This design comes from an exercise in tuning for small area and a short achievable clock period on the open sky130 flow, not from production work. RTL that was checked went through simulation tests only; none was proved equivalent to the original. The RTL of run 1 was laid out without a check of its function. Power is estimated from default activity; no workload was simulated.

==> flow/design.v, too long to show whole: its modules and the start of the top module <==
// module FIR_Filter_16tap: 3117 lines
module FIR_Filter_16tap #(parameter N = 16)(
    input clk, reset, enable,
    input [N-1:0] data_in,
    output [31:0] data_out
);
  // ...
==> flow/flow/run.sh <==
#!/bin/bash
# Layout flow: the standard flow with its synthesis netlist replaced by a
# hand-built gate netlist of the same design (flow/hand.py, the script that
# also wrote rtl/fir_filter_16tap.v, so registers and adder structure match
# the RTL one for one), then
#  - flow/fixpol.py removes inverters around full adders (a full adder is
#    self-dual); the logic function is unchanged;
#  - timing repair aims at a setup margin of 11.3 ns (about a 4.7 ns period)
#    instead of the bare 16 ns clock;
#  - ports are buffered with buf_4 cells, and the clock tree uses clkbuf_8
#    cells, sink clusters of 15 and no dummy loads.
# The standard synthesis still runs first; if its registers (names and cell
# types) differ from the hand netlist's, its own netlist is kept instead.
# Logs: make_synth.log, hand.log, fixpol.log, make_finish.log here, and the
# ORFS logs under orfs/logs.
set -euo pipefail
MARGIN=${MARGIN:-11.3}
CTS="-sink_clustering_enable -repair_clock_nets -dont_use_dummy_load -buf_list {sky130_fd_sc_hd__clkbuf_8} -sink_clustering_size 15 -sink_clustering_max_diameter 60"
R=orfs/results/sky130hd/FIR_Filter_16tap/base
bash standard.sh synth > make_synth.log 2>&1
cp $R/1_2_yosys.v std_synth.v
python3 flow/hand.py --pol alt --csC --x1c --cpaA bk --gclr --c16ha --fastc -o hand.v > hand.log 2>&1
regs() { grep -o 'dfxtp_1 [^ ]*' "$1" | sort; }
if [[ "$(regs std_synth.v)" == "$(regs hand.v)" ]] && [[ $(regs hand.v | wc -l) -gt 0 ]]; then
  echo "using hand netlist" >> hand.log
  cp hand.v $R/1_2_yosys.v
else
  echo "register mismatch: keeping the standard netlist" >> hand.log
fi
python3 flow/fixpol.py $R/1_2_yosys.v > fixpol.log 2>&1
touch $R/1_2_yosys.v
bash standard.sh finish SETUP_SLACK_MARGIN=$MARGIN "BUFFER_PORTS_ARGS=-buffer_cell sky130_fd_sc_hd__buf_4" "CTS_ARGS=$CTS" > make_finish.log 2>&1
==> flow/flow/fixpol.py <==
#!/usr/bin/env python3
"""Remove inverters around full adders in a mapped sky130hd netlist.

A full adder is self-dual: FA(~a,~b,~c) = (~cout, ~sum).  Yosys' extract_fa
often leaves inverters between adders; this picks, for every fa cell, whether
it works on true or complemented signals so that as few inverters as
possible remain.  The logic function of the netlist is unchanged.
usage: fixpol.py netlist.v  (rewritten in place)
"""
import re, sys, os, collections, random

path = sys.argv[1]
text = open(path).read()
m = re.search(r'^module\s.*?^endmodule', text, re.S | re.M)
body = m.group(0)

cell_re = re.compile(r'^\s*(sky130_fd_sc_hd__\w+)\s+(\S+)\s*\((.*?)\);\s*$', re.S | re.M)
pin_re = re.compile(r'\.(\w+)\(\s*(.*?)\s*\)\s*(?:,|$)', re.S)
OUTPINS = {'X', 'Y', 'Q', 'Q_N', 'SUM', 'COUT', 'HI', 'LO'}

cells = []
for cm in cell_re.finditer(body):
    typ, name, pins = cm.group(1), cm.group(2), cm.group(3)
    pl = [(p, n.strip()) for p, n in pin_re.findall(pins.strip())]
    cells.append([typ, name, pl, cm.start(), cm.end()])

assigns = [(a.start(), a.end(), a.group(1).strip(), a.group(2).strip())
           for a in re.finditer(r'^\s*assign\s+(.*?)\s*=\s*(.*?)\s*;\s*$', body, re.M)]
ports = set()
for pm in re.finditer(r'^\s*(?:input|output|inout)\s+(?:\[[^\]]*\]\s*)?(.*?);', body, re.M):
    for n in pm.group(1).split(','):
        ports.add(n.strip())
def is_port(net):
    base = net.split('[')[0].strip()
    return base in ports or net in ports

inv_of = {}                      # inverter output net -> input net
inv_cells = set()
for i, c in enumerate(cells):
    if re.match(r'sky130_fd_sc_hd__inv_\d+$', c[0]):
        d = dict(c[2])
        if is_port(d['Y']):
            continue             # keep: drives a port
        inv_of[d['Y']] = d['A']
        inv_cells.add(i)

def resolve(n):
    pol = 0
    while n in inv_of:
        n = inv_of[n]; pol ^= 1
    return n, pol

driver_fa = {}                   # root net -> fa cell index
fas = [i for i, c in enumerate(cells) if re.match(r'sky130_fd_sc_hd__fa_\d+$', c[0])]
for i in fas:
    for p, n in cells[i][2]:
        if p in ('SUM', 'COUT'):
            driver_fa[n] = i

# consumers: (cell index or None, pin index or assign idx, root, pol, is_fa)
cons = []
for i, c in enumerate(cells):
    if i in inv_cells: continue
    isfa = i in driver_fa.values() or c[0].startswith('sky130_fd_sc_hd__fa_')
    for k, (p, n) in enumerate(c[2]):
        if p in OUTPINS: continue
        if not n or n.startswith("1'") or n.startswith("'"): continue
        r, pol = resolve(n)
        cons.append(('c', i, k, r, pol, isfa))
for k, (s, e, lhs, rhs) in enumerate(assigns):
    if rhs.startswith("1'") or rhs.startswith('{'): continue
    r, pol = resolve(rhs)
    cons.append(('a', k, None, r, pol, False))

flip = collections.defaultdict(int)
by_root = collections.defaultdict(list)
by_cell = collections.defaultdict(list)
for ci, cn in enumerate(cons):
    by_root[cn[3]].append(ci)
    if cn[0] == 'c' and cn[5]: by_cell[cn[1]].append(ci)

def parity(ci):
    kind, i, k, r, pol, isfa = cons[ci]
    p = pol ^ (flip[driver_fa[r]] if r in driver_fa else 0)
    if isfa: p ^= flip[i]
    return p
def root_cost(r):
    return 1 if any(parity(ci) for ci in by_root[r]) else 0
def fa_roots(i):
    rs = set(cons[ci][3] for ci in by_cell[i])
    for p, n in cells[i][2]:
        if p in ('SUM', 'COUT'): rs.add(n)
    return rs
def total():
    return sum(root_cost(r) for r in by_root)

before = total()
rng = random.Random(1)
roots_of = {i: fa_roots(i) for i in fas}
def delta(i):
    rs = roots_of[i]
    c0 = sum(root_cost(r) for r in rs)
    flip[i] ^= 1
    c1 = sum(root_cost(r) for r in rs)
    flip[i] ^= 1
    return c1 - c0
def greedy():
    improved = True
    while improved:
        improved = False
        for i in fas:
            if delta(i) < 0:
                flip[i] ^= 1; improved = True
greedy()
cur = total(); best = cur; bestflip = dict(flip)
if fas:
    T = 2.0
    steps = int(os.environ.get("FIXPOL_STEPS", "1000")) * len(fas)
    for step in range(steps):
        T = 2.0 * (1 - step / steps) + 0.05
        i = rng.choice(fas)
        d = delta(i)
        if d <= 0 or rng.random() < pow(2.718, -d / T):
            flip[i] ^= 1; cur += d
            if cur < best:
                best = cur; bestflip = dict(flip)
    flip.clear(); flip.update(bestflip)
    greedy()
after = total()

# rewrite
invnet = {}
newcells = []
def comp(r):
    if r not in invnet:
        invnet[r] = '_fixpol_%d_' % len(invnet)
    return invnet[r]
pinrep = {}
for ci, cn in enumerate(cons):
    kind, i, k, r, pol, isfa = cn
    net = comp(r) if parity(ci) else r
    pinrep[(kind, i, k)] = net

out = []
pos = 0
edits = []
for i, c in enumerate(cells):
    if i in inv_cells:
        edits.append((c[3], c[4], ''))
        continue
    pl = []
    for k, (p, n) in enumerate(c[2]):
        pl.append((p, pinrep.get(('c', i, k), n)))
    s = '  %s %s (\n%s\n  );' % (c[0], c[1], ',\n'.join('    .%s(%s)' % (p, n if not n.startswith('\\') else n + ' ') for p, n in pl))
    edits.append((c[3], c[4], s))
for k, (s, e, lhs, rhs) in enumerate(assigns):
    if ('a', k, None) in pinrep:
        n = pinrep[('a', k, None)]
        edits.append((s, e, '  assign %s = %s;' % (lhs, n if not n.startswith('\\') else n + ' ')))
edits.sort()
nb = []
for s, e, rep in edits:
    nb.append(body[pos:s]); nb.append(rep); pos = e
nb.append(body[pos:])
nb = ''.join(nb)
decl = ''.join('  wire %s;\n' % w for w in invnet.values())
invs = ''.join('  sky130_fd_sc_hd__inv_1 _fixpol_inv_%d_ (\n    .A(%s),\n    .Y(%s)\n  );\n' % (j, r if not r.startswith('\\') else r + ' ', w) for j, (r, w) in enumerate(invnet.items()))
nb = nb.replace('endmodule', decl + invs + 'endmodule')
# declarations must come before use for some readers: insert after the port list
hdr_end = nb.index(');') + 2
nb = nb[:hdr_end] + '\n' + decl + nb[hdr_end:].replace(decl + invs + 'endmodule', invs + 'endmodule')
open(path, 'w').write(text[:m.start()] + nb + text[m.end():])
print('fixpol: fa %d, inverters %d -> %d' % (len(fas), len(inv_cells), len(invnet)), file=sys.stderr)
==> flow/standard.sh <==
#!/bin/bash
# synth_recipe.tcl (not shown) runs the flow's synth.tcl, then flattens the netlist and writes it again
# the make line also repeats each setting of config.mk as NAME=value (left out here)
make -C /OpenROAD-flow-scripts/flow DESIGN_CONFIG=/design/flow/config.mk WORK_HOME=/design/flow/orfs CLKGATE_MAP_FILE= SYNTH_SCRIPT=/design/flow/synth_recipe.tcl "${@:-finish}"
==> flow/config.mk <==
export PLATFORM = sky130hd
export DESIGN_NAME = FIR_Filter_16tap
export DESIGN_NICKNAME = FIR_Filter_16tap
export VERILOG_FILES = /design/flow/design.v
export SDC_FILE = /design/flow/constraint.sdc
export NUM_CORES = 4
export LEC_CHECK = 0
export CAP_MARGIN = 20
export CORE_MARGIN = 2
export CORE_UTILIZATION = 62
export SLEW_MARGIN = 20
==> flow/constraint.sdc <==
create_clock -name core_clock -period 16.0 [get_ports {clk}]
set_input_delay 3.2000 -clock core_clock [delete_from_list [all_inputs] [get_ports {clk}]]
set_output_delay 3.2000 -clock core_clock [all_outputs]
set_load 0.01 [all_outputs]
Not shown: flow/flow/hand.py
==> qor.yml, run 1 <==
status: "finished clean"
grt_pass1_wl_um: 48130
regArea_um2: 6506
clock_skew_ps: 34.53
comb_power_w: 0.00261
tritoncts.num_buffers: 27
p_total_w: 0.003942
numSequentialCells: 325
inv_count: 129
wl_met1_um: 13080
leakage_nw: 6.700
rrSetupSlack_ps: 11680
hpwl_um: 22130
clkPwrFrac_pct: 10.1
met2_usage_pct: 40.77
p_seq_share_pct: 23.6
dr_wl_met2_um: 14810
switching_share_pct: 44.44
crit_arrival_ps: 5100
sh_seq_area_pct: 37.67
vias: 9097
cts_buffer_depth: 3
die_x_um: 163.0
num_rows: 58
drtPass1Iterations: 5
max_cap_viol_count: 0
final_common_cell: "dfxtp_1"
nFillCells: 1910
cts_root_buffer: "clkbuf_8"
syn_avg_cell_area_um2: 11.22
cp-endpoint: "y1[18]"
finalSetupViolCount: 0
==> inputs of run 2 (changes only) <==
--- a/flow/design.v
+++ b/flow/design.v
@@ -1217,17 +1217,16 @@
   wire _h2172_;
   wire _h2174_;
   wire _h2176_;
   wire _h2178_;
   wire _h2180_;
   wire _h2182_;
   wire _h2184_;
   wire _h2186_;
-  wire _h2188_;
   wire _h2190_;
   wire _h2192_;
   wire _h2194_;
   wire _h2196_;
   wire _h2198_;
   wire _h2200_;
   wire _h2202_;
   wire _h2204_;
@@ -1239,19 +1238,17 @@
   wire _h2216_;
   wire _h2218_;
   wire _h2220_;
   wire _h2222_;
   wire _h2224_;
   wire _h2226_;
   wire _h2228_;
   wire _h2230_;
-  wire _h2232_;
   wire _h2234_;
-  wire _h2236_;
   wire _h2238_;
   wire _h2240_;
   wire _h2242_;
   wire _h2244_;
   wire _h2246_;
   wire _h2248_;
   wire _h2250_;
   wire _h2252_;
@@ -1262,153 +1259,111 @@
   wire _h2262_;
   wire _h2264_;
   wire _h2266_;
   wire _h2268_;
   wire _h2270_;
   wire _h2272_;
   wire _h2274_;
   wire _h2276_;
+  wire _h2278_;
   wire _h2280_;
-  wire _h2282_;
   wire _h2284_;
   wire _h2286_;
-  wire _h2288_;
   wire _h2290_;
   wire _h2292_;
-  wire _h2294_;
   wire _h2296_;
-  wire _h2298_;
   wire _h2300_;
   wire _h2302_;
   wire _h2304_;
   wire _h2306_;
   wire _h2308_;
   wire _h2310_;
   wire _h2312_;
   wire _h2314_;
   wire _h2316_;
   wire _h2318_;
   wire _h2320_;
+  wire _h2322_;
   wire _h2324_;
+  wire _h2326_;
   wire _h2328_;
   wire _h2330_;
   wire _h2332_;
   wire _h2334_;
   wire _h2336_;
   wire _h2338_;
-  wire _h2340_;
   wire _h2342_;
-  wire _h2344_;
   wire _h2346_;
-  wire _h2348_;
   wire _h2350_;
   wire _h2352_;
-  wire _h2354_;
   wire _h2356_;
-  wire _h2358_;
   wire _h2360_;
-  wire _h2362_;
   wire _h2364_;
-  wire _h2366_;
   wire _h2368_;
-  wire _h2370_;
-  wire _h2374_;
   wire _h2376_;
   wire _h2380_;
   wire _h2382_;
   wire _h2386_;
   wire _h2390_;
   wire _h2392_;
-  wire _h2394_;
   wire _h2396_;
-  wire _h2398_;
   wire _h2400_;
   wire _h2402_;
-  wire _h2404_;
   wire _h2406_;
-  wire _h2408_;
   wire _h2410_;
-  wire _h2412_;
-  wire _h2414_;
-  wire _h2416_;
-  wire _h2418_;
   wire _h2420_;
   wire _h2422_;
   wire _h2424_;
   wire _h2426_;
   wire _h2428_;
+  wire _h2430_;
   wire _h2432_;
+  wire _h2434_;
   wire _h2436_;
+  wire _h2438_;
   wire _h2440_;
   wire _h2442_;
+  wire _h2444_;
   wire _h2446_;
+  wire _h2448_;
   wire _h2450_;
+  wire _h2452_;
   wire _h2454_;
+  wire _h2456_;
   wire _h2458_;
+  wire _h2460_;
+  wire _h2462_;
+  wire _h2464_;
   wire _h2466_;
+  wire _h2468_;
   wire _h2470_;
   wire _h2472_;
+  wire _h2474_;
   wire _h2476_;
+  wire _h2478_;
   wire _h2480_;
   wire _h2482_;
+  wire _h2484_;
   wire _h2486_;
+  wire _h2488_;
   wire _h2490_;
   wire _h2492_;
+  wire _h2494_;
   wire _h2496_;
+  wire _h2498_;
   wire _h2500_;
+  wire _h2502_;
+  wire _h2504_;
+  wire _h2506_;
+  wire _h2508_;
   wire _h2510_;
   wire _h2512_;
   wire _h2514_;
   wire _h2516_;
-  wire _h2518_;
-  wire _h2520_;
-  wire _h2522_;
-  wire _h2524_;
-  wire _h2526_;
-  wire _h2528_;
-  wire _h2530_;
-  wire _h2532_;
-  wire _h2534_;
-  wire _h2536_;
-  wire _h2538_;
-  wire _h2540_;
-  wire _h2542_;
-  wire _h2544_;
-  wire _h2546_;
-  wire _h2548_;
-  wire _h2550_;
-  wire _h2552_;
-  wire _h2554_;
-  wire _h2556_;
-  wire _h2558_;
-  wire _h2560_;
-  wire _h2562_;
-  wire _h2564_;
-  wire _h2566_;
-  wire _h2568_;
-  wire _h2570_;
-  wire _h2572_;
-  wire _h2574_;
-  wire _h2576_;
-  wire _h2578_;
-  wire _h2580_;
-  wire _h2582_;
-  wire _h2584_;
-  wire _h2586_;
-  wire _h2588_;
-  wire _h2590_;
-  wire _h2592_;
-  wire _h2594_;
-  wire _h2596_;
-  wire _h2598_;
-  wire _h2600_;
-  wire _h2602_;
-  wire _h2604_;
-  wire _h2606_;
   assign _h1_ = ~(reset | ~enable);
   assign _h3_ = ~_h1_;
   assign _h5_ = data_in[0] & _h1_;
   assign _h7_ = data_in[1] & _h1_;
   assign _h9_ = data_in[2] & _h1_;
   assign _h11_ = data_in[3] & _h1_;
   assign _h13_ = data_in[4] & _h1_;
   assign _h15_ = data_in[5] & _h1_;
@@ -2519,278 +2474,233 @@
   assign _h2012_ = _h1686_ ^ _h1956_;
   assign _h2014_ = ~(_h1790_ ^ _h1894_);
   assign _h2016_ = ~(_h1794_ ^ _h1962_);
   assign _h2018_ = ~(_h1707_ ^ _h1918_);
   assign _h2020_ = ~(_h1798_ ^ _h1966_);
   assign _h2022_ = ~(_h1721_ ^ _h1884_);
   assign _h2024_ = data_in[1] ^ data_in[0];
   assign _h2026_ = _h2024_ ^ _h1976_;
-  assign _h2028_ = ~_h1976_;
-  assign _h2030_ = ~(data_in[1] | data_in[0]);
-  assign _h2032_ = ~(data_in[1] & data_in[0]);
-  assign _h2034_ = ~((_h2028_ | _h2030_) & _h2032_);
-  assign _h2036_ = data_in[2] ^ data_in[1];
-  assign _h2038_ = _h2036_ ^ _h1978_;
-  assign _h2040_ = ~_h1978_;
-  assign _h2042_ = ~(data_in[2] | data_in[1]);
-  assign _h2044_ = ~(data_in[2] & data_in[1]);
-  assign _h2046_ = ~((_h2040_ | _h2042_) & _h2044_);
-  assign _h2048_ = data_in[3] ^ data_in[2];
-  assign _h2050_ = _h2048_ ^ _h1980_;
-  assign _h2052_ = ~_h1980_;
-  assign _h2054_ = ~(data_in[3] | data_in[2]);
-  assign _h2056_ = ~(data_in[3] & data_in[2]);
-  assign _h2058_ = ~((_h2052_ | _h2054_) & _h2056_);
-  assign _h2060_ = data_in[4] ^ data_in[3];
-  assign _h2062_ = _h2060_ ^ _h1982_;
-  assign _h2064_ = ~_h1982_;
-  assign _h2066_ = ~(data_in[4] | data_in[3]);
-  assign _h2068_ = ~(data_in[4] & data_in[3]);
-  assign _h2070_ = ~((_h2064_ | _h2066_) & _h2068_);
-  assign _h2072_ = data_in[5] ^ data_in[4];
-  assign _h2074_ = _h2072_ ^ _h1984_;
-  assign _h2076_ = ~_h1984_;
-  assign _h2078_ = ~(data_in[5] | data_in[4]);
-  assign _h2080_ = ~(data_in[5] & data_in[4]);
-  assign _h2082_ = ~((_h2076_ | _h2078_) & _h2080_);
-  assign _h2084_ = data_in[6] ^ data_in[5];
-  assign _h2086_ = _h2084_ ^ _h1986_;
-  assign _h2088_ = ~_h1986_;
-  assign _h2090_ = ~(data_in[6] | data_in[5]);
-  assign _h2092_ = ~(data_in[6] & data_in[5]);
-  assign _h2094_ = ~((_h2088_ | _h2090_) & _h2092_);
-  assign _h2096_ = data_in[7] ^ data_in[6];
-  assign _h2098_ = _h2096_ ^ _h1988_;
-  assign _h2100_ = ~_h1988_;
-  assign _h2102_ = ~(data_in[7] | data_in[6]);
-  assign _h2104_ = ~(data_in[7] & data_in[6]);
-  assign _h2106_ = ~((_h2100_ | _h2102_) & _h2104_);
-  assign _h2108_ = data_in[8] ^ data_in[7];
-  assign _h2110_ = _h2108_ ^ _h1990_;
-  assign _h2112_ = ~_h1990_;
-  assign _h2114_ = ~(data_in[8] | data_in[7]);
-  assign _h2116_ = ~(data_in[8] & data_in[7]);
-  assign _h2118_ = ~((_h2112_ | _h2114_) & _h2116_);
-  assign _h2120_ = data_in[9] ^ data_in[8];
-  assign _h2122_ = _h2120_ ^ _h1992_;
-  assign _h2124_ = ~_h1992_;
-  assign _h2126_ = ~(data_in[9] | data_in[8]);
-  assign _h2128_ = ~(data_in[9] & data_in[8]);
-  assign _h2130_ = ~((_h2124_ | _h2126_) & _h2128_);
-  assign _h2132_ = data_in[10] ^ data_in[9];
-  assign _h2134_ = _h2132_ ^ _h1994_;
-  assign _h2136_ = ~_h1994_;
-  assign _h2138_ = ~(data_in[10] | data_in[9]);
-  assign _h2140_ = ~(data_in[10] & data_in[9]);
-  assign _h2142_ = ~((_h2136_ | _h2138_) & _h2140_);
-  assign _h2144_ = data_in[11] ^ data_in[10];
-  assign _h2146_ = _h2144_ ^ _h1996_;
-  assign _h2148_ = ~_h1996_;
-  assign _h2150_ = ~(data_in[11] | data_in[10]);
-  assign _h2152_ = ~(data_in[11] & data_in[10]);
-  assign _h2154_ = ~((_h2148_ | _h2150_) & _h2152_);
-  assign _h2156_ = data_in[12] ^ data_in[11];
-  assign _h2158_ = _h2156_ ^ _h1998_;
-  assign _h2160_ = ~_h1998_;
-  assign _h2162_ = ~(data_in[12] | data_in[11]);
-  assign _h2164_ = ~(data_in[12] & data_in[11]);
-  assign _h2166_ = ~((_h2160_ | _h2162_) & _h2164_);
-  assign _h2168_ = data_in[13] ^ data_in[12];
-  assign _h2170_ = _h2168_ ^ _h2000_;
-  assign _h2172_ = ~_h2000_;
-  assign _h2174_ = ~(data_in[13] | data_in[12]);
-  assign _h2176_ = ~(data_in[13] & data_in[12]);
-  assign _h2178_ = ~((_h2172_ | _h2174_) & _h2176_);
-  assign _h2180_ = data_in[14] ^ data_in[13];
-  assign _h2182_ = _h2180_ ^ _h2002_;
-  assign _h2184_ = ~_h2002_;
-  assign _h2186_ = ~(data_in[14] | data_in[13]);
-  assign _h2188_ = ~(data_in[14] & data_in[13]);
-  assign _h2190_ = ~((_h2184_ | _h2186_) & _h2188_);
-  assign _h2192_ = data_in[15] ^ data_in[14];
-  assign _h2194_ = _h2192_ ^ _h2004_;
-  assign _h2196_ = ~_h2004_;
-  assign _h2198_ = ~(data_in[15] | data_in[14]);
-  assign _h2200_ = ~(data_in[15] & data_in[14]);
-  assign _h2202_ = ~((_h2196_ | _h2198_) & _h2200_);
-  assign _h2204_ = data_in[15] ^ _h2006_;
-  assign _h2206_ = data_in[15] & _h2006_;
-  assign _h2208_ = ~(data_in[0] & _h1974_ & _h1_);
-  assign _h2210_ = ~(data_in[0] ^ _h1974_);
-  assign _h2212_ = ~(_h2034_ & _h2038_ & _h1_);
-  assign _h2214_ = ~(_h2034_ ^ _h2038_);
-  assign _h2216_ = ~(_h2046_ & _h2050_ & _h1_);
-  assign _h2218_ = ~(_h2046_ ^ _h2050_);
-  assign _h2220_ = ~(_h2058_ & _h2062_ & _h1_);
-  assign _h2222_ = ~(_h2058_ ^ _h2062_);
-  assign _h2224_ = ~(_h2070_ & _h2074_ & _h1_);
-  assign _h2226_ = ~(_h2070_ ^ _h2074_);
-  assign _h2228_ = ~(_h2082_ & _h2086_ & _h1_);
-  assign _h2230_ = ~(_h2082_ ^ _h2086_);
-  assign _h2232_ = ~(_h2094_ & _h2098_ & _h1_);
-  assign _h2234_ = ~(_h2094_ ^ _h2098_);
-  assign _h2236_ = ~(_h2106_ & _h2110_ & _h1_);
-  assign _h2238_ = ~(_h2106_ ^ _h2110_);
-  assign _h2240_ = ~(_h2118_ & _h2122_ & _h1_);
-  assign _h2242_ = ~(_h2118_ ^ _h2122_);
-  assign _h2244_ = ~(_h2130_ & _h2134_ & _h1_);
-  assign _h2246_ = ~(_h2130_ ^ _h2134_);
-  assign _h2248_ = ~(_h2142_ & _h2146_ & _h1_);
-  assign _h2250_ = ~(_h2142_ ^ _h2146_);
-  assign _h2252_ = ~(_h2154_ & _h2158_ & _h1_);
-  assign _h2254_ = ~(_h2154_ ^ _h2158_);
-  assign _h2256_ = ~(_h2166_ & _h2170_ & _h1_);
-  assign _h2258_ = ~(_h2166_ ^ _h2170_);
-  assign _h2260_ = ~(_h2178_ & _h2182_ & _h1_);
-  assign _h2262_ = ~(_h2178_ ^ _h2182_);
-  assign _h2264_ = ~(_h2190_ & _h2194_ & _h1_);
-  assign _h2266_ = ~(_h2190_ ^ _h2194_);
-  assign _h2268_ = ~(_h2202_ & _h2204_ & _h1_);
-  assign _h2270_ = ~(_h2202_ ^ _h2204_);
-  assign _h2272_ = ~(_h2206_ & _h2008_ & _h1_);
-  assign _h2274_ = ~(_h2206_ ^ _h2008_);
-  assign _h2276_ = ~(_h2208_ | ~_h2026_);
-  assign _h2280_ = ~((_h2218_ | _h2212_) & _h2216_);
-  assign _h2282_ = ~(_h2218_ | _h2214_);
-  assign _h2284_ = ~((_h2226_ | _h2220_) & _h2224_);
-  assign _h2286_ = ~(_h2226_ | _h2222_);
-  assign _h2288_ = ~((_h2234_ | _h2228_) & _h2232_);
-  assign _h2290_ = ~(_h2234_ | _h2230_);
-  assign _h2292_ = ~((_h2242_ | _h2236_) & _h2240_);
-  assign _h2294_ = ~(_h2242_ | _h2238_);
-  assign _h2296_ = ~((_h2250_ | _h2244_) & _h2248_);
-  assign _h2298_ = ~(_h2250_ | _h2246_);
-  assign _h2300_ = ~((_h2258_ | _h2252_) & _h2256_);
-  assign _h2302_ = ~(_h2258_ | _h2254_);
-  assign _h2304_ = ~((_h2266_ | _h2260_) & _h2264_);
-  assign _h2306_ = ~(_h2266_ | _h2262_);
-  assign _h2308_ = ~((_h2274_ | _h2268_) & _h2272_);
-  assign _h2310_ = ~(_h2274_ | _h2270_);
-  assign _h2312_ = ~(_h2012_ & _h2010_);
-  assign _h2314_ = ~(_h2016_ & _h2014_);
-  assign _h2316_ = ~(_h2020_ & _h2018_);
-  assign _h2318_ = ~_h2276_;
-  assign _h2320_ = ~((_h2214_ | _h2318_) & _h2212_);
-  assign _h2324_ = ~((_h2282_ & _h2276_) | _h2280_);
-  assign _h2328_ = ~_h2284_;
-  assign _h2330_ = ~((_h2230_ | _h2328_) & _h2228_);
-  assign _h2332_ = ~(_h2230_ | ~_h2286_);
-  assign _h2334_ = ~((_h2290_ & _h2284_) | _h2288_);
-  assign _h2336_ = ~(_h2290_ & _h2286_);
-  assign _h2338_ = ~_h2292_;
-  assign _h2340_ = ~((_h2246_ | _h2338_) & _h2244_);
-  assign _h2342_ = ~(_h2246_ | ~_h2294_);
-  assign _h2344_ = ~((_h2298_ & _h2292_) | _h2296_);
-  assign _h2346_ = ~(_h2298_ & _h2294_);
-  assign _h2348_ = ~_h2300_;
-  assign _h2350_ = ~((_h2262_ | _h2348_) & _h2260_);
-  assign _h2352_ = ~(_h2262_ | ~_h2302_);
-  assign _h2354_ = ~((_h2306_ & _h2300_) | _h2304_);
-  assign _h2356_ = ~(_h2306_ & _h2302_);
-  assign _h2358_ = ~(_h2010_ & _h2308_);
-  assign _h2360_ = ~(_h2010_ & _h2310_);
-  assign _h2362_ = ~(_h2312_ | ~_h2308_);
-  assign _h2364_ = ~(_h2312_ | ~_h2310_);
-  assign _h2366_ = ~(_h2314_ | ~_h2018_);
-  assign _h2368_ = ~(_h2316_ | _h2314_);
-  assign _h2370_ = ~((_h2222_ | _h2324_) & _h2220_);
-  assign _h2374_ = ~_h2324_;
-  assign _h2376_ = ~((_h2286_ & _h2374_) | _h2284_);
-  assign _h2380_ = ~_h2324_;
-  assign _h2382_ = ~((_h2332_ & _h2380_) | _h2330_);
-  assign _h2386_ = ~((_h2336_ | _h2324_) & _h2334_);
-  assign _h2390_ = ~((_h2254_ | _h2344_) & _h2252_);
-  assign _h2392_ = ~(_h2254_ | _h2346_);
-  assign _h2394_ = ~_h2344_;
-  assign _h2396_ = ~((_h2302_ & _h2394_) | _h2300_);
-  assign _h2398_ = ~(_h2346_ | ~_h2302_);
-  assign _h2400_ = ~_h2344_;
-  assign _h2402_ = ~((_h2352_ & _h2400_) | _h2350_);
-  assign _h2404_ = ~(_h2346_ | ~_h2352_);
-  assign _h2406_ = ~((_h2356_ | _h2344_) & _h2354_);
-  assign _h2408_ = ~(_h2356_ | _h2346_);
-  assign _h2410_ = ~(_h2014_ & _h2362_);
-  assign _h2412_ = ~(_h2014_ & _h2364_);
-  assign _h2414_ = ~(_h2314_ | ~_h2362_);
-  assign _h2416_ = ~(_h2314_ | ~_h2364_);
-  assign _h2418_ = ~(_h2366_ & _h2362_);
-  assign _h2420_ = ~(_h2366_ & _h2364_);
-  assign _h2422_ = ~(_h2368_ & _h2362_);
-  assign _h2424_ = ~(_h2368_ & _h2364_);
-  assign _h2426_ = ~_h2386_;
-  assign _h2428_ = ~((_h2238_ | _h2426_) & _h2236_);
-  assign _h2432_ = ~((_h2294_ & _h2386_) | _h2292_);
-  assign _h2436_ = ~((_h2342_ & _h2386_) | _h2340_);
-  assign _h2440_ = ~_h2386_;
-  assign _h2442_ = ~((_h2346_ | _h2440_) & _h2344_);
-  assign _h2446_ = ~((_h2392_ & _h2386_) | _h2390_);
-  assign _h2450_ = ~((_h2398_ & _h2386_) | ~_h2396_);
-  assign _h2454_ = ~((_h2404_ & _h2386_) | ~_h2402_);
-  assign _h2458_ = ~((_h2408_ & _h2386_) | _h2406_);
-  assign _h2466_ = ~((_h2270_ | _h2458_) & _h2268_);
-  assign _h2470_ = ~_h2458_;
-  assign _h2472_ = ~((_h2310_ & _h2470_) | _h2308_);
-  assign _h2476_ = ~((_h2360_ | _h2458_) & _h2358_);
-  assign _h2480_ = ~_h2458_;
-  assign _h2482_ = ~((_h2364_ & _h2480_) | _h2362_);
-  assign _h2486_ = ~((_h2412_ | _h2458_) & _h2410_);
-  assign _h2490_ = ~_h2458_;
-  assign _h2492_ = ~((_h2416_ & _h2490_) | _h2414_);
-  assign _h2496_ = ~((_h2420_ | _h2458_) & _h2418_);
-  assign _h2500_ = ~((_h2424_ | _h2458_) & _h2422_);
-  assign _h2510_ = ~(_h2210_ | _h3_);
-  assign _h2512_ = ~(_h2026_ & _h1_);
-  assign _h2514_ = ~(_h2214_ | _h3_);
-  assign _h2516_ = ~(_h2218_ | _h3_);
-  assign _h2518_ = ~(_h2222_ | _h3_);
-  assign _h2520_ = ~(_h2226_ | _h3_);
-  assign _h2522_ = ~(_h2230_ | _h3_);
-  assign _h2524_ = ~(_h2234_ | _h3_);
-  assign _h2526_ = ~(_h2238_ | _h3_);
-  assign _h2528_ = ~(_h2242_ | _h3_);
-  assign _h2530_ = ~(_h2246_ | _h3_);
-  assign _h2532_ = ~(_h2250_ | _h3_);
-  assign _h2534_ = ~(_h2254_ | _h3_);
-  assign _h2536_ = ~(_h2258_ | _h3_);
-  assign _h2538_ = ~(_h2262_ | _h3_);
-  assign _h2540_ = ~(_h2266_ | _h3_);
-  assign _h2542_ = ~(_h2270_ | _h3_);
-  assign _h2544_ = ~(_h2274_ | _h3_);
-  assign _h2546_ = ~(_h2010_ & _h1_);
-  assign _h2548_ = ~(_h2012_ & _h1_);
-  assign _h2550_ = ~(_h2014_ & _h1_);
-  assign _h2552_ = ~(_h2016_ & _h1_);
-  assign _h2554_ = ~(_h2018_ & _h1_);
-  assign _h2556_ = ~(_h2020_ & _h1_);
-  assign _h2558_ = ~(_h2022_ & _h1_);
-  assign _h2560_ = _h2512_ ^ _h2208_;
-  assign _h2562_ = _h2514_ ^ _h2276_;
-  assign _h2564_ = _h2516_ ^ _h2320_;
-  assign _h2566_ = ~(_h2518_ ^ _h2324_);
-  assign _h2568_ = _h2520_ ^ _h2370_;
-  assign _h2570_ = ~(_h2522_ ^ _h2376_);
-  assign _h2572_ = ~(_h2524_ ^ _h2382_);
-  assign _h2574_ = _h2526_ ^ _h2386_;
-  assign _h2576_ = _h2528_ ^ _h2428_;
-  assign _h2578_ = ~(_h2530_ ^ _h2432_);
-  assign _h2580_ = ~(_h2532_ ^ _h2436_);
-  assign _h2582_ = _h2534_ ^ _h2442_;
-  assign _h2584_ = ~(_h2536_ ^ _h2446_);
-  assign _h2586_ = ~(_h2538_ ^ _h2450_);
-  assign _h2588_ = ~(_h2540_ ^ _h2454_);
-  assign _h2590_ = ~(_h2542_ ^ _h2458_);
-  assign _h2592_ = _h2544_ ^ _h2466_;
-  assign _h2594_ = _h2546_ ^ _h2472_;
-  assign _h2596_ = ~(_h2548_ ^ _h2476_);
-  assign _h2598_ = _h2550_ ^ _h2482_;
-  assign _h2600_ = ~(_h2552_ ^ _h2486_);
-  assign _h2602_ = _h2554_ ^ _h2492_;
-  assign _h2604_ = ~(_h2556_ ^ _h2496_);
-  assign _h2606_ = ~(_h2558_ ^ _h2500_);
+  assign _h2028_ = (data_in[1] & data_in[0]) | (data_in[1] & _h1976_) | (data_in[0] & _h1976_);
+  assign _h2030_ = data_in[2] ^ data_in[1];
+  assign _h2032_ = _h2030_ ^ _h1978_;
+  assign _h2034_ = (data_in[2] & data_in[1]) | (data_in[2] & _h1978_) | (data_in[1] & _h1978_);
+  assign _h2036_ = data_in[3] ^ data_in[2];
+  assign _h2038_ = _h2036_ ^ _h1980_;
+  assign _h2040_ = (data_in[3] & data_in[2]) | (data_in[3] & _h1980_) | (data_in[2] & _h1980_);
+  assign _h2042_ = data_in[4] ^ data_in[3];
+  assign _h2044_ = _h2042_ ^ _h1982_;
+  assign _h2046_ = (data_in[4] & data_in[3]) | (data_in[4] & _h1982_) | (data_in[3] & _h1982_);
+  assign _h2048_ = data_in[5] ^ data_in[4];
+  assign _h2050_ = _h2048_ ^ _h1984_;
+  assign _h2052_ = (data_in[5] & data_in[4]) | (data_in[5] & _h1984_) | (data_in[4] & _h1984_);
+  assign _h2054_ = data_in[6] ^ data_in[5];
+  assign _h2056_ = _h2054_ ^ _h1986_;
+  assign _h2058_ = (data_in[6] & data_in[5]) | (data_in[6] & _h1986_) | (data_in[5] & _h1986_);
+  assign _h2060_ = data_in[7] ^ data_in[6];
+  assign _h2062_ = _h2060_ ^ _h1988_;
+  assign _h2064_ = (data_in[7] & data_in[6]) | (data_in[7] & _h1988_) | (data_in[6] & _h1988_);
+  assign _h2066_ = data_in[8] ^ data_in[7];
+  assign _h2068_ = _h2066_ ^ _h1990_;
+  assign _h2070_ = (data_in[8] & data_in[7]) | (data_in[8] & _h1990_) | (data_in[7] & _h1990_);
+  assign _h2072_ = data_in[9] ^ data_in[8];
+  assign _h2074_ = _h2072_ ^ _h1992_;
+  assign _h2076_ = (data_in[9] & data_in[8]) | (data_in[9] & _h1992_) | (data_in[8] & _h1992_);
+  assign _h2078_ = data_in[10] ^ data_in[9];
+  assign _h2080_ = _h2078_ ^ _h1994_;
+  assign _h2082_ = (data_in[10] & data_in[9]) | (data_in[10] & _h1994_) | (data_in[9] & _h1994_);
+  assign _h2084_ = data_in[11] ^ data_in[10];
+  assign _h2086_ = _h2084_ ^ _h1996_;
+  assign _h2088_ = (data_in[11] & data_in[10]) | (data_in[11] & _h1996_) | (data_in[10] & _h1996_);
+  assign _h2090_ = data_in[12] ^ data_in[11];
+  assign _h2092_ = _h2090_ ^ _h1998_;
+  assign _h2094_ = (data_in[12] & data_in[11]) | (data_in[12] & _h1998_) | (data_in[11] & _h1998_);
+  assign _h2096_ = data_in[13] ^ data_in[12];
+  assign _h2098_ = _h2096_ ^ _h2000_;
+  assign _h2100_ = (data_in[13] & data_in[12]) | (data_in[13] & _h2000_) | (data_in[12] & _h2000_);
+  assign _h2102_ = data_in[14] ^ data_in[13];
+  assign _h2104_ = _h2102_ ^ _h2002_;
+  assign _h2106_ = (data_in[14] & data_in[13]) | (data_in[14] & _h2002_) | (data_in[13] & _h2002_);
+  assign _h2108_ = data_in[15] ^ data_in[14];
+  assign _h2110_ = _h2108_ ^ _h2004_;
+  assign _h2112_ = (data_in[15] & data_in[14]) | (data_in[15] & _h2004_) | (data_in[14] & _h2004_);
+  assign _h2114_ = data_in[15] ^ _h2006_;
+  assign _h2116_ = data_in[15] & _h2006_;
+  assign _h2118_ = ~(data_in[0] & _h1974_ & _h1_);
+  assign _h2120_ = ~(data_in[0] ^ _h1974_);
+  assign _h2122_ = ~(_h2028_ & _h2032_ & _h1_);
+  assign _h2124_ = ~(_h2028_ ^ _h2032_);
+  assign _h2126_ = ~(_h2034_ & _h2038_ & _h1_);
+  assign _h2128_ = ~(_h2034_ ^ _h2038_);
+  assign _h2130_ = ~(_h2040_ & _h2044_ & _h1_);
+  assign _h2132_ = ~(_h2040_ ^ _h2044_);
+  assign _h2134_ = ~(_h2046_ & _h2050_ & _h1_);
+  assign _h2136_ = ~(_h2046_ ^ _h2050_);
+  assign _h2138_ = ~(_h2052_ & _h2056_ & _h1_);
+  assign _h2140_ = ~(_h2052_ ^ _h2056_);
+  assign _h2142_ = ~(_h2058_ & _h2062_ & _h1_);
+  assign _h2144_ = ~(_h2058_ ^ _h2062_);
+  assign _h2146_ = ~(_h2064_ & _h2068_ & _h1_);
+  assign _h2148_ = ~(_h2064_ ^ _h2068_);
+  assign _h2150_ = ~(_h2070_ & _h2074_ & _h1_);
+  assign _h2152_ = ~(_h2070_ ^ _h2074_);
+  assign _h2154_ = ~(_h2076_ & _h2080_ & _h1_);
+  assign _h2156_ = ~(_h2076_ ^ _h2080_);
+  assign _h2158_ = ~(_h2082_ & _h2086_ & _h1_);
+  assign _h2160_ = ~(_h2082_ ^ _h2086_);
+  assign _h2162_ = ~(_h2088_ & _h2092_ & _h1_);
+  assign _h2164_ = ~(_h2088_ ^ _h2092_);
+  assign _h2166_ = ~(_h2094_ & _h2098_ & _h1_);
+  assign _h2168_ = ~(_h2094_ ^ _h2098_);
+  assign _h2170_ = ~(_h2100_ & _h2104_ & _h1_);
+  assign _h2172_ = ~(_h2100_ ^ _h2104_);
+  assign _h2174_ = ~(_h2106_ & _h2110_ & _h1_);
+  assign _h2176_ = ~(_h2106_ ^ _h2110_);
+  assign _h2178_ = ~(_h2112_ & _h2114_ & _h1_);
+  assign _h2180_ = ~(_h2112_ ^ _h2114_);
+  assign _h2182_ = ~(_h2116_ & _h2008_ & _h1_);
+  assign _h2184_ = ~(_h2116_ ^ _h2008_);
+  assign _h2186_ = ~(_h2118_ | ~_h2026_);
+  assign _h2190_ = ~((_h2128_ | _h2122_) & _h2126_);
+  assign _h2192_ = ~(_h2128_ | _h2124_);
+  assign _h2194_ = ~((_h2136_ | _h2130_) & _h2134_);
+  assign _h2196_ = ~(_h2136_ | _h2132_);
+  assign _h2198_ = ~((_h2144_ | _h2138_) & _h2142_);
+  assign _h2200_ = ~(_h2144_ | _h2140_);
+  assign _h2202_ = ~((_h2152_ | _h2146_) & _h2150_);
+  assign _h2204_ = ~(_h2152_ | _h2148_);
+  assign _h2206_ = ~((_h2160_ | _h2154_) & _h2158_);
+  assign _h2208_ = ~(_h2160_ | _h2156_);
+  assign _h2210_ = ~((_h2168_ | _h2162_) & _h2166_);
+  assign _h2212_ = ~(_h2168_ | _h2164_);
+  assign _h2214_ = ~((_h2176_ | _h2170_) & _h2174_);
+  assign _h2216_ = ~(_h2176_ | _h2172_);
+  assign _h2218_ = ~((_h2184_ | _h2178_) & _h2182_);
+  assign _h2220_ = ~(_h2184_ | _h2180_);
+  assign _h2222_ = ~(_h2012_ & _h2010_);
+  assign _h2224_ = ~(_h2016_ & _h2014_);
+  assign _h2226_ = ~(_h2020_ & _h2018_);
+  assign _h2228_ = ~_h2186_;
+  assign _h2230_ = ~((_h2124_ | _h2228_) & _h2122_);
+  assign _h2234_ = ~((_h2192_ & _h2186_) | _h2190_);
+  assign _h2238_ = ~_h2194_;
+  assign _h2240_ = ~((_h2140_ | _h2238_) & _h2138_);
+  assign _h2242_ = ~(_h2140_ | ~_h2196_);
+  assign _h2244_ = ~((_h2200_ & _h2194_) | _h2198_);
+  assign _h2246_ = ~(_h2200_ & _h2196_);
+  assign _h2248_ = ~_h2202_;
+  assign _h2250_ = ~((_h2156_ | _h2248_) & _h2154_);
+  assign _h2252_ = ~(_h2156_ | ~_h2204_);
+  assign _h2254_ = ~((_h2208_ & _h2202_) | _h2206_);
+  assign _h2256_ = ~(_h2208_ & _h2204_);
+  assign _h2258_ = ~_h2210_;
+  assign _h2260_ = ~((_h2172_ | _h2258_) & _h2170_);
+  assign _h2262_ = ~(_h2172_ | ~_h2212_);
+  assign _h2264_ = ~((_h2216_ & _h2210_) | _h2214_);
+  assign _h2266_ = ~(_h2216_ & _h2212_);
+  assign _h2268_ = ~(_h2010_ & _h2218_);
+  assign _h2270_ = ~(_h2010_ & _h2220_);
+  assign _h2272_ = ~(_h2222_ | ~_h2218_);
+  assign _h2274_ = ~(_h2222_ | ~_h2220_);
+  assign _h2276_ = ~(_h2224_ | ~_h2018_);
+  assign _h2278_ = ~(_h2226_ | _h2224_);
+  assign _h2280_ = ~((_h2132_ | _h2234_) & _h2130_);
+  assign _h2284_ = ~_h2234_;
+  assign _h2286_ = ~((_h2196_ & _h2284_) | _h2194_);
+  assign _h2290_ = ~_h2234_;
+  assign _h2292_ = ~((_h2242_ & _h2290_) | _h2240_);
+  assign _h2296_ = ~((_h2246_ | _h2234_) & _h2244_);
+  assign _h2300_ = ~((_h2164_ | _h2254_) & _h2162_);
+  assign _h2302_ = ~(_h2164_ | _h2256_);
+  assign _h2304_ = ~_h2254_;
+  assign _h2306_ = ~((_h2212_ & _h2304_) | _h2210_);
+  assign _h2308_ = ~(_h2256_ | ~_h2212_);
+  assign _h2310_ = ~_h2254_;
+  assign _h2312_ = ~((_h2262_ & _h2310_) | _h2260_);
+  assign _h2314_ = ~(_h2256_ | ~_h2262_);
+  assign _h2316_ = ~((_h2266_ | _h2254_) & _h2264_);
+  assign _h2318_ = ~(_h2266_ | _h2256_);
+  assign _h2320_ = ~(_h2014_ & _h2272_);
+  assign _h2322_ = ~(_h2014_ & _h2274_);
+  assign _h2324_ = ~(_h2224_ | ~_h2272_);
+  assign _h2326_ = ~(_h2224_ | ~_h2274_);
+  assign _h2328_ = ~(_h2276_ & _h2272_);
+  assign _h2330_ = ~(_h2276_ & _h2274_);
+  assign _h2332_ = ~(_h2278_ & _h2272_);
+  assign _h2334_ = ~(_h2278_ & _h2274_);
+  assign _h2336_ = ~_h2296_;
+  assign _h2338_ = ~((_h2148_ | _h2336_) & _h2146_);
+  assign _h2342_ = ~((_h2204_ & _h2296_) | _h2202_);
+  assign _h2346_ = ~((_h2252_ & _h2296_) | _h2250_);
+  assign _h2350_ = ~_h2296_;
+  assign _h2352_ = ~((_h2256_ | _h2350_) & _h2254_);
+  assign _h2356_ = ~((_h2302_ & _h2296_) | _h2300_);
+  assign _h2360_ = ~((_h2308_ & _h2296_) | ~_h2306_);
+  assign _h2364_ = ~((_h2314_ & _h2296_) | ~_h2312_);
+  assign _h2368_ = ~((_h2318_ & _h2296_) | _h2316_);
+  assign _h2376_ = ~((_h2180_ | _h2368_) & _h2178_);
+  assign _h2380_ = ~_h2368_;
+  assign _h2382_ = ~((_h2220_ & _h2380_) | _h2218_);
+  assign _h2386_ = ~((_h2270_ | _h2368_) & _h2268_);
+  assign _h2390_ = ~_h2368_;
+  assign _h2392_ = ~((_h2274_ & _h2390_) | _h2272_);
+  assign _h2396_ = ~((_h2322_ | _h2368_) & _h2320_);
+  assign _h2400_ = ~_h2368_;
+  assign _h2402_ = ~((_h2326_ & _h2400_) | _h2324_);
+  assign _h2406_ = ~((_h2330_ | _h2368_) & _h2328_);
+  assign _h2410_ = ~((_h2334_ | _h2368_) & _h2332_);
+  assign _h2420_ = ~(_h2120_ | _h3_);
+  assign _h2422_ = ~(_h2026_ & _h1_);
+  assign _h2424_ = ~(_h2124_ | _h3_);
+  assign _h2426_ = ~(_h2128_ | _h3_);
+  assign _h2428_ = ~(_h2132_ | _h3_);
+  assign _h2430_ = ~(_h2136_ | _h3_);
+  assign _h2432_ = ~(_h2140_ | _h3_);
+  assign _h2434_ = ~(_h2144_ | _h3_);
+  assign _h2436_ = ~(_h2148_ | _h3_);
+  assign _h2438_ = ~(_h2152_ | _h3_);
+  assign _h2440_ = ~(_h2156_ | _h3_);
+  assign _h2442_ = ~(_h2160_ | _h3_);
+  assign _h2444_ = ~(_h2164_ | _h3_);
+  assign _h2446_ = ~(_h2168_ | _h3_);
+  assign _h2448_ = ~(_h2172_ | _h3_);
+  assign _h2450_ = ~(_h2176_ | _h3_);
+  assign _h2452_ = ~(_h2180_ | _h3_);
+  assign _h2454_ = ~(_h2184_ | _h3_);
+  assign _h2456_ = ~(_h2010_ & _h1_);
+  assign _h2458_ = ~(_h2012_ & _h1_);
+  assign _h2460_ = ~(_h2014_ & _h1_);
+  assign _h2462_ = ~(_h2016_ & _h1_);
+  assign _h2464_ = ~(_h2018_ & _h1_);
+  assign _h2466_ = ~(_h2020_ & _h1_);
+  assign _h2468_ = ~(_h2022_ & _h1_);
+  assign _h2470_ = _h2422_ ^ _h2118_;
+  assign _h2472_ = _h2424_ ^ _h2186_;
+  assign _h2474_ = _h2426_ ^ _h2230_;
+  assign _h2476_ = ~(_h2428_ ^ _h2234_);
+  assign _h2478_ = _h2430_ ^ _h2280_;
+  assign _h2480_ = ~(_h2432_ ^ _h2286_);
+  assign _h2482_ = ~(_h2434_ ^ _h2292_);
+  assign _h2484_ = _h2436_ ^ _h2296_;
+  assign _h2486_ = _h2438_ ^ _h2338_;
+  assign _h2488_ = ~(_h2440_ ^ _h2342_);
+  assign _h2490_ = ~(_h2442_ ^ _h2346_);
+  assign _h2492_ = _h2444_ ^ _h2352_;
+  assign _h2494_ = ~(_h2446_ ^ _h2356_);
+  assign _h2496_ = ~(_h2448_ ^ _h2360_);
+  assign _h2498_ = ~(_h2450_ ^ _h2364_);
+  assign _h2500_ = ~(_h2452_ ^ _h2368_);
+  assign _h2502_ = _h2454_ ^ _h2376_;
+  assign _h2504_ = _h2456_ ^ _h2382_;
+  assign _h2506_ = ~(_h2458_ ^ _h2386_);
+  assign _h2508_ = _h2460_ ^ _h2392_;
+  assign _h2510_ = ~(_h2462_ ^ _h2396_);
+  assign _h2512_ = _h2464_ ^ _h2402_;
+  assign _h2514_ = ~(_h2466_ ^ _h2406_);
+  assign _h2516_ = ~(_h2468_ ^ _h2410_);
   always @(posedge clk) begin
     x1[0] <= _h5_;
     x1[1] <= _h7_;
     x1[2] <= _h9_;
     x1[3] <= _h11_;
     x1[4] <= _h13_;
     x1[5] <= _h15_;
     x1[6] <= _h17_;
@@ -3082,36 +2992,36 @@
     Cs[19] <= _h1565_;
     Cc[19] <= _h1567_;
     Cs[20] <= _h1569_;
     Cc[20] <= _h1571_;
     Cs[21] <= _h1573_;
     Cs[22] <= _h1575_;
     Cs[23] <= _h1577_;
     Cs[24] <= _h1579_;
-    y1[0] <= _h2510_;
-    y1[1] <= _h2560_;
-    y1[2] <= _h2562_;
-    y1[3] <= _h2564_;
-    y1[4] <= _h2566_;
-    y1[5] <= _h2568_;
-    y1[6] <= _h2570_;
-    y1[7] <= _h2572_;
-    y1[8] <= _h2574_;
-    y1[9] <= _h2576_;
-    y1[10] <= _h2578_;
-    y1[11] <= _h2580_;
-    y1[12] <= _h2582_;
-    y1[13] <= _h2584_;
-    y1[14] <= _h2586_;
-    y1[15] <= _h2588_;
-    y1[16] <= _h2590_;
-    y1[17] <= _h2592_;
-    y1[18] <= _h2594_;
-    y1[19] <= _h2596_;
-    y1[20] <= _h2598_;
-    y1[21] <= _h2600_;
-    y1[22] <= _h2602_;
-    y1[23] <= _h2604_;
-    y1[24] <= _h2606_;
+    y1[0] <= _h2420_;
+    y1[1] <= _h2470_;
+    y1[2] <= _h2472_;
+    y1[3] <= _h2474_;
+    y1[4] <= _h2476_;
+    y1[5] <= _h2478_;
+    y1[6] <= _h2480_;
+    y1[7] <= _h2482_;
+    y1[8] <= _h2484_;
+    y1[9] <= _h2486_;
+    y1[10] <= _h2488_;
+    y1[11] <= _h2490_;
+    y1[12] <= _h2492_;
+    y1[13] <= _h2494_;
+    y1[14] <= _h2496_;
+    y1[15] <= _h2498_;
+    y1[16] <= _h2500_;
+    y1[17] <= _h2502_;
+    y1[18] <= _h2504_;
+    y1[19] <= _h2506_;
+    y1[20] <= _h2508_;
+    y1[21] <= _h2510_;
+    y1[22] <= _h2512_;
+    y1[23] <= _h2514_;
+    y1[24] <= _h2516_;
   end
   assign data_out = {7'd0, y1};
 endmodule
--- a/flow/flow/run.sh
+++ b/flow/flow/run.sh
@@ -9,22 +9,22 @@
 #    instead of the bare 16 ns clock;
 #  - ports are buffered with buf_4 cells, and the clock tree uses clkbuf_8
 #    cells, sink clusters of 15 and no dummy loads.
 # The standard synthesis still runs first; if its registers (names and cell
 # types) differ from the hand netlist's, its own netlist is kept instead.
 # Logs: make_synth.log, hand.log, fixpol.log, make_finish.log here, and the
 # ORFS logs under orfs/logs.
 set -euo pipefail
-MARGIN=${MARGIN:-11.3}
+MARGIN=${MARGIN:-11.45}
 CTS="-sink_clustering_enable -repair_clock_nets -dont_use_dummy_load -buf_list {sky130_fd_sc_hd__clkbuf_8} -sink_clustering_size 15 -sink_clustering_max_diameter 60"
 R=orfs/results/sky130hd/FIR_Filter_16tap/base
 bash standard.sh synth > make_synth.log 2>&1
 cp $R/1_2_yosys.v std_synth.v
-python3 flow/hand.py --pol alt --csC --x1c --cpaA bk --gclr --c16ha --fastc -o hand.v > hand.log 2>&1
+python3 flow/hand.py --pol alt --csC --x1c --cpaA bk --gclr --c16ha -o hand.v > hand.log 2>&1
 regs() { grep -o 'dfxtp_1 [^ ]*' "$1" | sort; }
 if [[ "$(regs std_synth.v)" == "$(regs hand.v)" ]] && [[ $(regs hand.v | wc -l) -gt 0 ]]; then
   echo "using hand netlist" >> hand.log
   cp hand.v $R/1_2_yosys.v
 else
   echo "register mismatch: keeping the standard netlist" >> hand.log
 fi
 python3 flow/fixpol.py $R/1_2_yosys.v > fixpol.log 2>&1
--- a/flow/flow/hand.py
+++ b/flow/flow/hand.py
@@ -18,17 +18,16 @@
 ap.add_argument('--pol', default='alt')
 ap.add_argument('--khi', type=int, default=20)
 ap.add_argument('--cpaA', default='sk')
 ap.add_argument('--csC', action='store_true')
 ap.add_argument('--x1c', action='store_true')
 ap.add_argument('--fast3', action='store_true')
 ap.add_argument('--gclr', action='store_true')
 ap.add_argument('--c16ha', action='store_true')
-ap.add_argument('--fastc', action='store_true')
 ap.add_argument('--cpaC', default='sk')
 ap.add_argument('--cpaY', default='sk')
 args = ap.parse_args()
 
 def polymul(p, q):
     r = [0]*(len(p)+len(q)-1)
     for i, a in enumerate(p):
         for j, c in enumerate(q):
@@ -438,20 +437,16 @@
             s = (u, 0) if av[0] == '0' else (u, 1)
             c = (AND2(x0[0], x1[0]), 0) if av[0] == '0' else (OR2(x0[0], x1[0]), 0)
         elif args.fast3:
             # the late bits take the fast pins; a (= A_i, early) selects
             # or/and of the late pair for the carry
             s = (gate('xor3_1', 'X', A=av[0], B=x1[0], C=x0[0]), 0)
             an = INV(av[0])
             c = (O21AI(an, NOR2(x0[0], x1[0]), NAND2(x0[0], x1[0])), 0)
-        elif args.fastc:
-            # carry: a (= A_i, early) selects or/and of the late pair
-            s = (XOR2(u, av[0]), 0)
-            c = (O21AI(INV(av[0]), NOR2(x0[0], x1[0]), NAND2(x0[0], x1[0])), 0)
         else:
             s = (XOR2(u, av[0]), 0)
             c = (MAJ3(x0[0], x1[0], av[0]), 0)
         colsY[i].append((s, 1.0))
         if i+1 < W:
             if i+1 == 16 and not args.c16ha: carry = c       # joins column 16 (a single data_in bit)
             else: colsY[i+1].append((c, 1.0))
     elif args.c16ha and len(xs) == 1 and i > 0 and lit(a, 0)[1] is not None:
==> qor.yml, run 2 <==
tritoncts.num_buffers: 29  # +7.4%
syn_inst: 1353
cts_buffer_depth: 3  # unchanged
finalSetupViolCount: 0  # unchanged
slew_headroom_pct: 28.45
vias_per_cell: 5.001
drtIter0Drc: 430
gr-max-usage-layer: "met2"
ir_drop_uv: 178.0
post-route-util_pct: 70.18
yosysWarnings: 1
wl_um: 29300
syn_nets: 1639
leakage_nw: 6.723  # +0.34%
grt_pass1_wl_um: 48290  # +0.34%
layout.nets: 1742
min_from: "x11[11]"
antennaDiodeCount: 0
clock_skew_ps: 56.61  # +22.08 ps
critPathRequiredTime_ps: 16490
place_congestion: 0.8379
start_util_pct: 62.42
power_density_nw_per_um2: 235.7
track_usage_pct: 23.57
switching_share_pct: 43.59  # -0.85 points
holdPathEnd: "xn12[11]"
p_int_w: 0.002330
critPathCaptureType: "register"
rsz0062_at_grt: "true"
dpl_cell_area_um2: 16420
cts_max_level: 1
die_x_um: 162.5  # -0.27%
antenna_found_initial: 0
postLayoutCellArea_um2: 17520
clk_latency_ps: 590
die_y_um: 162.5
tns_ps: 0
num_io_pins: 51
hold_viol_final: 0
hold_path_class: "reg2reg"
nFillCells: 1883  # -1.4%
clkPwrFrac_pct: 9.9  # -0.2 points
reg2reg_depth: 21
final_cell_mix: "dfxtp_1 (325), fa_1 (259), nand2_1 (193)"
ant_nets: 0
holdWs_ps: 371.4
vias: 8922  # -1.9%
wl_per_cell_um: 16.42
rrSetupSlack_ps: 11760  # +80 ps
syn_to_final_growth_pct: 12.43
num_rows: 58  # unchanged
tritoncts: "done"
drive_gt1_share_pct: 11.69
p_seq_share_pct: 22.5  # -1.1 points
tightest_slew_ps: 1073
min_path_cells: 1
final_common_cell: "dfxtp_1"
die-area_um2: 26420
cts_sinks: 325
hpwl_um: 21840  # -1.3%
clk_pin_slew_worst_paths_ps: 90
grt_util_met1_pct: 33.05
comb_power_share_pct: 67.6
syn_avg_cell_area_um2: 11.52  # +2.6%
r2r-end: "y1[20]"
core_um2: 24960
p_total_w: 0.004130  # +4.8%
slew_viol_final: 0
period_share_pct: 28.17
top_regs: "Cs (25), y1 (25), Cc (19)"
status: "finished clean"
fin_crit_ps: 4508
fmax_mhz: 221.9
drtPass1Iterations: 5  # unchanged
cp_max_fo: 6
crit_arrival_ps: 5000  # -100 ps
critPathKind: "in2reg"
synth_area_um2: 15580
grtUsageMet3_pct: 2.979
p_switching_w: 0.001800
grt.overflow.total: 0
met2_usage_pct: 40.79  # about the same
crit_path_start_kind: "input port"
r2r_start: "y1[0]"
grt_pass1_vias: 9539
cts_root_buffer: "clkbuf_8"
grt_max_degree: 99
max_cap_viol_count: 0  # unchanged
io_buffers: 43
drt_drc_violations_left: 0
-- run 2: cell type report --
type | count | area (um2) | area share [%]
tap | 330 | 412.9 | 2.357
timing repair buffer | 72 | 691.9 | 3.949
sequential | 325 | 6506 | 37.13
multi-input combinational | 912 | 9070 | 51.77
inverter | 116 | 440.4 | 2.514
clock buffer | 29 | 399.1 | 2.278
-- run 2: metal layers --
| layer | up-vias | share of wire (%) | wire length (um) |
|---|---|---|---|
| li1 | 4271 | - | - |
| met1 | 4504 | 45 | 13290 |
| met2 | 113 | 50 | 14630 |
| met3 | 34 | 3.2 | 934 |
| met4 | 0 | 1.5 | 440 |
| met5 | - | 0 | 0 |
-- run 2: critical path, cell delays in order --
cell     delay [ps]
buf_12          110
xor2_2          170
xor2_1          160
buf_4           170
xnor2_4         180
o21ai_2         100
a21oi_2         230
o21ai_2         110
a21oi_4         200
inv_2            90
a21oi_2         140
xor2_1          150
-- run 2: power by group through the flow --
stage                     clock, W  sequential, W  combinational, W
after CTS                 0.000424       0.000930           0.00256
after global placement           0       0.000950           0.00225
after detailed placement         0       0.000948           0.00229
final                     0.000410       0.000928           0.00279
after floorplan                  0       0.000939           0.00186
after global routing      0.000455       0.000937           0.00313
-- run 2: how the worst max path moves through the flow --
stage	startpoint	end	slack, ps
5_1_grt	y1[0]	y1[22]	11410
2_1_floorplan	enable	y1[10]	7760
3_5_place_dp	reset	y1[18]	10000
4_1_cts	reset	y1[24]	11450
6_report	data_in[8]	y1[20]	11490
3_3_place_gp	reset	y1[18]	10030
-- run 2: per-stage QoR --
step | worst slack (ps) | std cells
global placement | 10030 | 1730
floorplan | 7758 | 1353
CTS | 11450 | 1770
finish | 11490 | 1784
global route | 11410 | 1784
detailed placement | 10000 | 1730
-- run 2: what timing repair did --
| item | CTS | global route |
|---|---|---|
| pin swaps | 16 | 21 |
| setup buffers | 9 | 13 |
| resized for setup | 45 | 50 |
| hold buffers | 0 | 0 |
| cloned | 2 | 1 |
| hold endpoints to repair | 0 | 0 |
| endpoints found under the setup margin | 189 | 18 |
==> inputs of run 3 (changes only) <==
--- a/flow/flow/run.sh
+++ b/flow/flow/run.sh
@@ -15,5 +15,5 @@
 # ORFS logs under orfs/logs.
 set -euo pipefail
-MARGIN=${MARGIN:-11.45}
+MARGIN=${MARGIN:-11.3}
 CTS="-sink_clustering_enable -repair_clock_nets -dont_use_dummy_load -buf_list {sky130_fd_sc_hd__clkbuf_8} -sink_clustering_size 15 -sink_clustering_max_diameter 60"
 R=orfs/results/sky130hd/FIR_Filter_16tap/base
==> qor.yml, run 3 <==
status: "finished clean"
drtIter0Drc: 406  # -5.6%
wl_um: 28430  # -3.0%
crit_slowest_cell: "maj3_1"
num_io_pins: 51  # unchanged
hold_viol_final: 0  # unchanged
layout.nets: 1726  # -0.92%
grt.overflow.total: 0  # unchanged
pre_cts_ws_ps: 10000  # unchanged
num_rows: 58  # unchanged
core_um2: 24960  # unchanged
postLayoutCellArea_um2: 17040  # -2.8%
max_cap_viol_count: 0  # unchanged
critPathRequiredTime_ps: 16490  # about the same
antennaDiodeCount: 0  # unchanged
drtPass1Iterations: 4  # -1
start_util_pct: 62.42  # unchanged
holdWs_ps: 372.9  # +1.541 ps
track_usage_pct: 23.16  # -0.40 points
top_regs: "Cs (25), y1 (25), Cc (19)"
vias: 8791  # -1.5%
critPathKind: "in2reg"
die-area_um2: 26420  # unchanged
cts_buffer_depth: 3  # unchanged
yosysWarnings: 1  # unchanged
drive_gt1_share_pct: 7.858  # -3.8 points
clock_skew_ps: 57.03  # +0.4222 ps
hpwl_um: 21840  # unchanged
grt_max_degree: 99  # unchanged
syn_nets: 1639  # unchanged
ir_drop_uv: 172.6  # -3.1%
vias_per_cell: 4.972  # -0.58%
final_cell_mix: "dfxtp_1 (325), fa_1 (259), nand2_1 (193)"
place_congestion: 0.8379  # unchanged
crit_path_frequent_cell: "a21oi_4"
synth_area_um2: 15580  # unchanged
tritoncts: "done"
comb_power_share_pct: 64.7  # -2.9 points
p_int_w: 0.002132  # -8.5%
syn_to_final_growth_pct: 9.321
crit_arrival_ps: 5100  # +100 ps
hold_path_class: "reg2reg"
p_switching_w: 0.001660  # -7.8%
rsz0062_at_grt: "true"
grt_pass1_wl_um: 47620  # -1.4%
grt_pass1_vias: 9440  # -1.0%
fmax_mhz: 216.8  # -2.3%
tightest_slew_ps: 1071  # -2.266 ps
fin_crit_ps: 4612  # +104.4 ps
clkPwrFrac_pct: 10.8  # +0.9 points
tritoncts.num_buffers: 29  # unchanged
nFillCells: 1947  # +3.4%
die_x_um: 162.5  # unchanged
cts_root_buffer: "clkbuf_8"
clk_pin_slew_worst_paths_ps: 90  # about the same
drt_drc_violations_left: 0  # unchanged
cp_max_fo: 6  # unchanged
switching_share_pct: 43.78  # +0.19 points
wl_per_cell_um: 16.08  # -2.1%
critPathCaptureType: "register"
die_y_um: 162.5  # unchanged
tns_ps: 0  # unchanged
crit_path_start_kind: "input port"
hold_buffers: 0  # unchanged
cts_max_level: 1  # unchanged
max_stage_delay_ps: 390  # +160 ps
final_common_cell: "dfxtp_1"
critPathLaunch: "data_in[2]"
ant_nets: 0  # unchanged
min_from: "x11[11]"
slew_headroom_pct: 28.60  # +0.15 points
leakage_nw: 6.507  # -3.2%
io_buffers: 43  # unchanged
finalSetupViolCount: 0  # unchanged
p_seq_share_pct: 24.5  # +2.0 points
cts_sinks: 325  # unchanged
power_density_nw_per_um2: 222.6  # -5.6%
dpl_cell_area_um2: 16420  # unchanged
r2r_start: "y1[0]"
syn_inst: 1353  # unchanged
fin_ws_ps: 11390  # -104.4 ps
period_share_pct: 28.83  # +0.65 points
path_cells: "buf_4, maj3_1, xnor2_1, nor2_1, a21oi_4, o21ai_4, a21oi_4, inv_2, a21oi_2, xor2_1"
syn_avg_cell_area_um2: 11.52  # unchanged
clk_latency_ps: 590  # about the same
antenna_found_initial: 0  # unchanged
slew_viol_final: 0  # unchanged
==> run 3: repair_timing <==
item / in CTS / in global routing
pin swaps: 4 / 2
cloned: 1 / 0
buffers inserted: 3 / 5
endpoints found under the setup margin: 188 / 18
hold endpoints to repair: 0 / 0
gates resized for setup: 16 / 20
==> run 3: power by group through the flow <==
stage          logic (W)  registers, W  clock network (W)
6_report         0.00245      0.000928           0.000410
5_1_grt          0.00279      0.000937           0.000455
4_1_cts          0.00235      0.000930           0.000424
3_5_place_dp     0.00229      0.000948                  0
3_3_place_gp     0.00225      0.000950                  0
2_1_floorplan    0.00186      0.000939                  0
==> run 3: area by class of cell <==
type                    count  area [um2]  share of cell area [%]
repair buffers             56       485.5                   2.850
well taps                 330       412.9                   2.424
clock buffers              29       399.1                   2.343
inverters                 116       440.4                   2.585
flip-flops and latches    325        6506                   38.19
multi-input cells         912        8792                   51.61
==> run 3: metrics by stage <==
stage | utilization (%) | std cells | power [W]
floorplan | - | 1353 | 0.002801
global placement | 65.78 | 1730 | 0.003203
detailed placement | 65.78 | 1730 | 0.003240
CTS | 67.78 | 1763 | 0.003709
global route | 68.24 | 1768 | 0.004179
finish | 68.24 | 1768 | 0.003792
==> run 3: path summary, 6_finish.rpt <==
path / to / slack, ps / cells past startpoint
worst max-delay path: y1[18] / 11390 / 10
worst min-delay path: xn12[11] / 370 / 1
worst max register to register: y1[18] / 11630 / 21
worst min register to register: xn12[11] / 370 / 1
==> run 3: worst max-delay path, delay by kind of cell <==
kind / cells / cell delay, ps
AO/OA/AOI/OAI: 4 / 720
XOR/XNOR: 2 / 410
adder cells (fa/ha/maj): 1 / 390
buffers and inverters: 2 / 240
AND/OR/NAND/NOR: 1 / 120
==> run 3: per-layer routing <==
| metal | part of all wire, % | vias up | track usage, % | routed length [um] |
|---|---|---|---|---|
| met5 | 0 | - | 0 | 0 |
| met4 | 1.4 | 0 | 3.379 | 391 |
| met3 | 2.6 | 27 | 2.954 | 742 |
| met2 | 50 | 96 | 39.98 | 14240 |
| met1 | 46 | 4421 | 32.64 | 13050 |
| li1 | - | 4247 | - | - |

## port drivers added, routing unchanged
In the flow no input, the clock included, has a driving cell. The finished layouts below were timed again as built, in two steps. Step 1 (the two cells are an assumption about what drives the block):
set clk [get_ports {clk}]
set_driving_cell -lib_cell sky130_fd_sc_hd__clkbuf_16 $clk
set_driving_cell -lib_cell sky130_fd_sc_hd__buf_2 [delete_from_list [all_inputs] $clk]
Step 2 also shifts input and output timing later by t, the mid clock arrival at the registers, as if the neighbouring blocks saw the same clock. Slacks: ideal ports / drivers / drivers and shift; pairs: ideal ports / drivers.
run | t (ns) | setup WS [ns] | slew at the worst register clock pin (ns) | cell pins on the clock port's net
run 1 | 0.603 | 11.371 / 11.395 / 10.792 | 0.10 / 0.10 | 1
run 2 | 0.604 | 11.492 / 11.486 / 10.882 | 0.09 / 0.09 | 1
run 3 | 0.603 | 11.388 / 11.408 / 10.805 | 0.09 / 0.09 | 1
After both steps setup and hold are still met in every run listed. The setup slack of run 2, which loses most, moves by -0.006 ns with the drivers and by -0.610 ns with both steps.
